Background: an optimization exercise with open tools, aiming at small area and a short achievable clock period. Do not read the settings as production practice.
The RTL of this run was laid out without a check of its function.
No activity file was given, so power comes from the tool's default toggle rates.

===== design/flow/constraint.sdc =====
create_clock -name core_clock -period 5.0 [get_ports {CLK}]
set_input_delay 1.0000 -clock core_clock [delete_from_list [all_inputs] [get_ports {CLK}]]
set_output_delay 1.0000 -clock core_clock [all_outputs]
set_load 0.01 [all_outputs]

===== design/flow/design.v =====
module gca_dlnv(
    input [31:0]    coord0,
    input [31:0]    coord1,
    input           ld,
    input           step,
    input           CLK,
    output          FC,
    output [20:0]   ADDR
);
    wire [10:0] xs = coord0[10:0];
    wire [9:0]  ys = coord0[20:11];
    wire [10:0] x1 = coord1[10:0];
    wire [9:0]  y1 = coord1[20:11];
    reg  [10:0] x;
    reg  [9:0]  y;
    reg         sx, sy;      
    reg  [10:0] dx;          
    reg  [9:0]  dy;          
    reg         xmaj;        
    reg         xmaj_n;      
    reg  [11:0] h;           
    reg         eqx, eqy;    
    wire [11:0] tx = {1'b0, xs} + {1'b0, ~x1} + {11'd0, sx};
    wire [10:0] ty = {1'b0, ys} + {1'b0, ~y1} + {10'd0, sy};
    wire        cmp = dx >= {1'b0, dy};
    wire gox = xmaj | h[11];         
    wire goy = xmaj_n | ~h[11];      
    wire [11:0] sa  = cmp ? {2'b0, dy} : {3'b0, dy[9:1]};
    wire [11:0] sb  = cmp ? ~{2'b0, dx[10:1]} : ~{1'b0, dx};
    wire        sci = cmp ? ~dx[0] : dy[0];
    wire [11:0] h0  = sa + sb + {11'd0, sci};
    wire [11:0] pa = {2'b0, dy & {10{gox}}};
    wire [11:0] pb = ~{1'b0, dx & {11{goy}}};
    wire [11:0] cs = h ^ pa ^ pb;
    wire [11:0] cc = (h & pa) | (h & pb) | (pa & pb);
    wire [11:0] hs = cs + {cc[10:0], 1'b1};
    wire mx = step & ~ld & gox;
    wire my = step & ~ld & goy;
    wire [10:0] wx = x ^ {11{sx}};
    wire [9:0]  wy = y ^ {10{sy}};
    wire [10:0] fx;
    wire [9:0]  fy;
    assign fx[0] = 1'b1;
    assign fy[0] = 1'b1;
    genvar i;
    generate
        for (i = 1; i < 11; i = i + 1) begin : gfx
            assign fx[i] = &wx[i-1:0];
        end
        for (i = 1; i < 10; i = i + 1) begin : gfy
            assign fy[i] = &wy[i-1:0];
        end
    endgenerate
    wire [10:0] ex = x ^ x1;
    wire [9:0]  ey = y ^ y1;
    wire eqx_hold = ~|ex;
    wire eqy_hold = ~|ey;
    wire eqx_step = ex == fx;
    wire eqy_step = ey == fy;
    assign ADDR = {y, x};
    assign FC = ~ld & (xmaj ? eqx : eqy);
    always @(posedge CLK) begin
        x <= ld ? xs : x ^ ({11{mx}} & fx);
        y <= ld ? ys : y ^ ({10{my}} & fy);
        eqx <= mx ? eqx_step : eqx_hold;
        eqy <= my ? eqy_step : eqy_hold;
        if (ld) begin
            sx <= tx[11];
            sy <= ty[10];
            dx <= tx[10:0] ^ {11{~sx}};
            dy <= ty[9:0] ^ {10{~sy}};
            xmaj <= cmp;
            xmaj_n <= ~cmp;
            h <= h0;
        end else if (step) begin
            h <= hs;
        end
    end
endmodule

===== design/flow/config.mk =====
export PLATFORM = sky130hd
export DESIGN_NAME = gca_dlnv
export DESIGN_NICKNAME = gca_dlnv
export VERILOG_FILES = /design/flow/design.v
export SDC_FILE = /design/flow/constraint.sdc
export NUM_CORES = 4
export LEC_CHECK = 0
export CAP_MARGIN = 20
export CORE_MARGIN = 2
export CORE_UTILIZATION = 40
export CTS_BUF_LIST = sky130_fd_sc_hd__clkbuf_4 sky130_fd_sc_hd__clkbuf_8
export SETUP_SLACK_MARGIN = 1.8
export SLEW_MARGIN = 20

===== design/flow/flow/run.sh =====
#!/bin/bash
# Own layout flow: the standard ORFS flow (standard.sh) with
#  - ORFS's full/half-adder extraction turned off, so ABC maps the adders
#  - a shorter ABC mapping script (structural choices, then delay mapping)
#  - plain buffers on the ports instead of the delay cells ORFS picks
set -euo pipefail
here=$(pwd)
rm -rf "$here/scripts_mod"
cp -r "$FLOW_HOME/scripts" "$here/scripts_mod"
cp "$here/flow/abc_speed.script" "$here/scripts_mod/abc_speed.script"
export SCRIPTS_DIR="$here/scripts_mod"
export ADDER_MAP_FILE=
export BUFFER_PORTS_ARGS="-buffer_cell sky130_fd_sc_hd__buf_1"
bash standard.sh > standard.log 2>&1

===== design/flow/standard.sh =====
#!/bin/bash
# synth_recipe.tcl (not shown) runs the flow's synth.tcl, then flattens the netlist and writes it again
# the make line also repeats each setting of config.mk as NAME=value (left out here)
make -C /OpenROAD-flow-scripts/flow DESIGN_CONFIG=/design/flow/config.mk WORK_HOME=/design/flow/orfs CLKGATE_MAP_FILE= SYNTH_SCRIPT=/design/flow/synth_recipe.tcl "${@:-finish}"

===== design/flow/flow/abc_speed.script =====
&get -n
&st
&dch
&nf
&put

==> run notes <==
-- timing repair --
action | 4_1_cts | 5_1_grt
setup buffers | 35 | 9
resized for setup | 22 | 17
pin swaps | 15 | 12
endpoints found under the setup margin | 13 | 17
-- routing by layer --
| layer | track usage | share of wire |
|---|---|---|
| met5 | 0 | 0 |
| met4 | 0.0735 | 0.017 |
| met1 | 0.230 | 0.47 |
| met3 | 0.0247 | 0.027 |
| met2 | 0.319 | 0.49 |
-- area by class of cell --
class	count	area [sq um]
tap	176	220
fill	1261	6430
clock inverter	4	95.1
inverter	20	77.6
sequential	60	1570
multi-input combinational	555	3910
timing repair buffer	117	677
clock buffer	12	159
-- flip-flops by register name, indices dropped and copies added, names as in the netlist --
| signal | flops |
|---|---|
| dx | 11 |
| dy | 10 |
| eqx | 1 |
| eqy | 1 |
| h | 12 |
| sx | 1 |
| sy | 1 |
| x | 11 |
| xmaj | 1 |
| xmaj_n | 1 |
| y | 10 |
-- layout by cell type, fill, tap and decap left out, drive strengths merged, types with 5 or more instances in the layout --
cell / synthesis / final
xnor2: 126 / 126
mux2: 8 / 8
dfxtp: 23 / 23
nand2b: 20 / 20
mux2i: 10 / 10
edfxtp: 37 / 37
a21oi: 29 / 29
and2: 7 / 7
nor3: 6 / 6
clkbuf: 0 / 15
o21ai: 60 / 60
nand4: 9 / 9
a21o: 6 / 6
nor2: 42 / 42
clkinv: 20 / 21
maj3: 11 / 11
nand2: 77 / 77
buf: 0 / 114
xor2: 65 / 65
or2: 5 / 5
nor2b: 21 / 21
a31oi: 14 / 14
nand3: 10 / 10
-- cells by family after synthesis --
family | after synthesis
buffers and inverters | 20
multiplexers | 18
AND/OR/NAND/NOR | 208
AO/OA/AOI/OAI | 127
XOR/XNOR | 191
adder cells (fa/ha/maj) | 11
flip-flops | 60
-- report_power, final --
part	switching, mW	internal [mW]	leakage [nW]
Sequential	0.101	0.703	0.561
Combinational	1.26	1.11	1.70
Clock	0.207	0.363	0.130
-- worst min-delay path by stage --
stage | depth (start not counted) | from | slack (ps) | to
after floorplan | 2 | x[10]$_DFF_P_ | 610 | x[10]$_DFF_P_
after global placement | 2 | x[10]$_DFF_P_ | 590 | x[10]$_DFF_P_
after detailed placement | 2 | x[10]$_DFF_P_ | 600 | x[10]$_DFF_P_
after CTS | 2 | x[10]$_DFF_P_ | 610 | x[10]$_DFF_P_
after global routing | 2 | x[10]$_DFF_P_ | 660 | x[10]$_DFF_P_
final | 2 | x[10]$_DFF_P_ | 600 | x[10]$_DFF_P_
-- per-stage QoR --
step,power (mW),std cells,util,setup WS (ps)
floorplan,2.42,635,-,1510
global placement,2.76,884,0.452,1100
detailed placement,2.81,884,0.452,994
CTS,3.65,935,0.499,1710
global route,4.03,944,0.511,1530
finish,3.74,944,0.511,1720
-- worst max-delay path: stages, from the launching register on --
cell and delay (ps):
edfxtp_1 450, xnor2_2 240, nand4_1 130, a311oi_2 380, a211oi_4 80, buf_12 160
mux2_4 310, xor2_2 180, a22o_1 260, a31oi_4 230, o31a_1 220, o21ai_2 80
a211o_1 320, o21ai_1 80
==> impl_metrics.py <==
metrics = {
    "worst_setup_path": {
        "cp-start-kind": "flip-flop",
        "arrival_ps": 3490,
        "critPathKind": "flip-flop to flip-flop",
        "r2r-start": "dy[6]$_DFFE_PP_",
        "crit_required_ps": 5210,
        "cp_max_fo": 10,
        "critPathCaptureType": "flip-flop",
        "r2r_cells": 13,
        "r2r_end": "h[11]$_DFFE_PP_",
        "worstSetupEndpoint": "h[11]$_DFFE_PP_",
        "r2r_slack_ps": 1720,
        "cp-startpoint": "dy[6]$_DFFE_PP_",
    },
    "run": {
        "max_cap_viol_count": 0,
    },
    "sta": {
        "fmax_ghz": 0.305,
        "clock_skew_ps": 12.4,
        "hold_violations": 0,
        "relSlewSlack": 0.332,
        "fin_hold_ws_ps": 603,
        "maxSlewViolCount": 0,
        "fin_crit_sh": 0.655,
        "worst_slew_pin_slew_ps": 1000,
        "rsz0062_at_grt": "yes",
        "tns_ps": 0,
        "setup_viol": 0,
        "period_minus_slack_ps": 3280,
    },
    "routing": {
        "vias": 4739,
        "drt-initial-drc-count": 180,
        "ant_nets": 0,
        "wire_per_inst_um": 13.6,
        "vias_per_cell": 5.02,
        "dr.pass1.iters": 4,
        "routed_wl_mm": 12.9,
        "drc": 0,
    },
    "clocking": {
        "clock_latency_ps": 360,
        "cts_tree": "yes",
        "clockRootBuffer": "clkbuf_8",
        "cts.sink_count": 60,
        "cts_buffers": 9,
        "clockBufferDepth": 2,
        "htreeDepth": 3,
        "ctsHoldBuffers": 0,
        "path_clk_slew_ps": 70,
    },
    "yosys": {
        "synthAdderAreaFrac": 0.0206,
        "syn_nets": 702,
        "synth.top_cell.area_share": 0.208,
        "synth_xor_area_frac": 0.313,
        "yosysTopAreaCell": "edfxtp_1",
        "synth_ff_type": "edfxtp_1",
        "synth-compound-area-share": 0.135,
        "ys_types": 42,
        "synthCells": 635,
        "syn-cell-area_sq_um": 5340,
        "muxShareOfSynthArea": 0.0356,
        "yosys.area_share.simple": 0.187,
        "yosys_register_bits": 60,
        "synth_area_leaders": "edfxtp_1, xnor2_1, xor2_1",
        "synth_common_cells": "xnor2_1, nand2_1, xor2_1",
        "synth_seq_area_share": 0.294,
        "avgSynthCellArea_sq_um": 8.41,
        "synth-edff-count": 37,
        "synth_top_family_by_area": "XOR/XNOR gates",
        "synth-async-reset-ratio": 0,
        "synth.most_common_cell": "xnor2_1",
        "ys_warn_count": 1,
    },
    "global_routing": {
        "grt_pass1_wl_mm": 21.2,
        "antenna_found_initial": 0,
        "grt.total_usage": 0.183,
        "grt_pass1_vias": 4600,
        "overflow": 0,
        "grt_max_degree": 49,
    },
    "cells_and_area": {
        "syn2layout_area_growth_pct": 25.6,
        "drive_above_1_share": 0.146,
        "diodes": 0,
        "fin_nets": 830,
        "stdcell_area_sq_um": 6710,
    },
    "placed_design": {
        "gp_congestion": 0.913,
        "portBuffers": 66,
        "dpl.hpwl_mm": 9.60,
        "placed_cell_area_sq_um": 5940,
    },
    "die": {
        "io-pin-count": 89,
        "coreArea_sq_um": 13100,
        "rows": 42,
        "fp.dieArea_sq_um": 14300,
        "start_util": 0.406,
        "die_x_um": 120,
        "die_h_um": 120,
    },
    "pwr": {
        "p_per_area_nw_per_um2": 558,
        "vdd_drop_max_v": 0.000184,
        "total_leakage_power_nw": 2.39,
    },
    "run_status": {
        "status": "finished clean",
    },
    "hold_path": {
        "hp-class": "flip-flop to flip-flop",
    },
}

==> re-timing with driven ports <==
In the flow no input, the clock included, has a driving cell. The finished layout below was timed again as built, in two steps.
Step 1, drivers: a clkbuf_16 drives CLK and a buf_2 each remaining input, both assumed.
Step 2, shift: input delay + t, output delay - t, t = (earliest + latest rising clock arrival at the registers) / 2. This alone moves slack from input paths to output paths.
Slacks: no drivers / after step 1 / after step 2; pairs: no drivers / after step 1.
t (ns): 0.389
setup WS [ns]: 1.724 / 1.724 / 1.539
worst setup path at the end: input to register
latest minus earliest clock arrival (ns): 0.013 / 0.012
After both steps this run still meets setup and hold. The setup slack of this run moves by 0.000 ns with the drivers and by -0.185 ns with both steps.
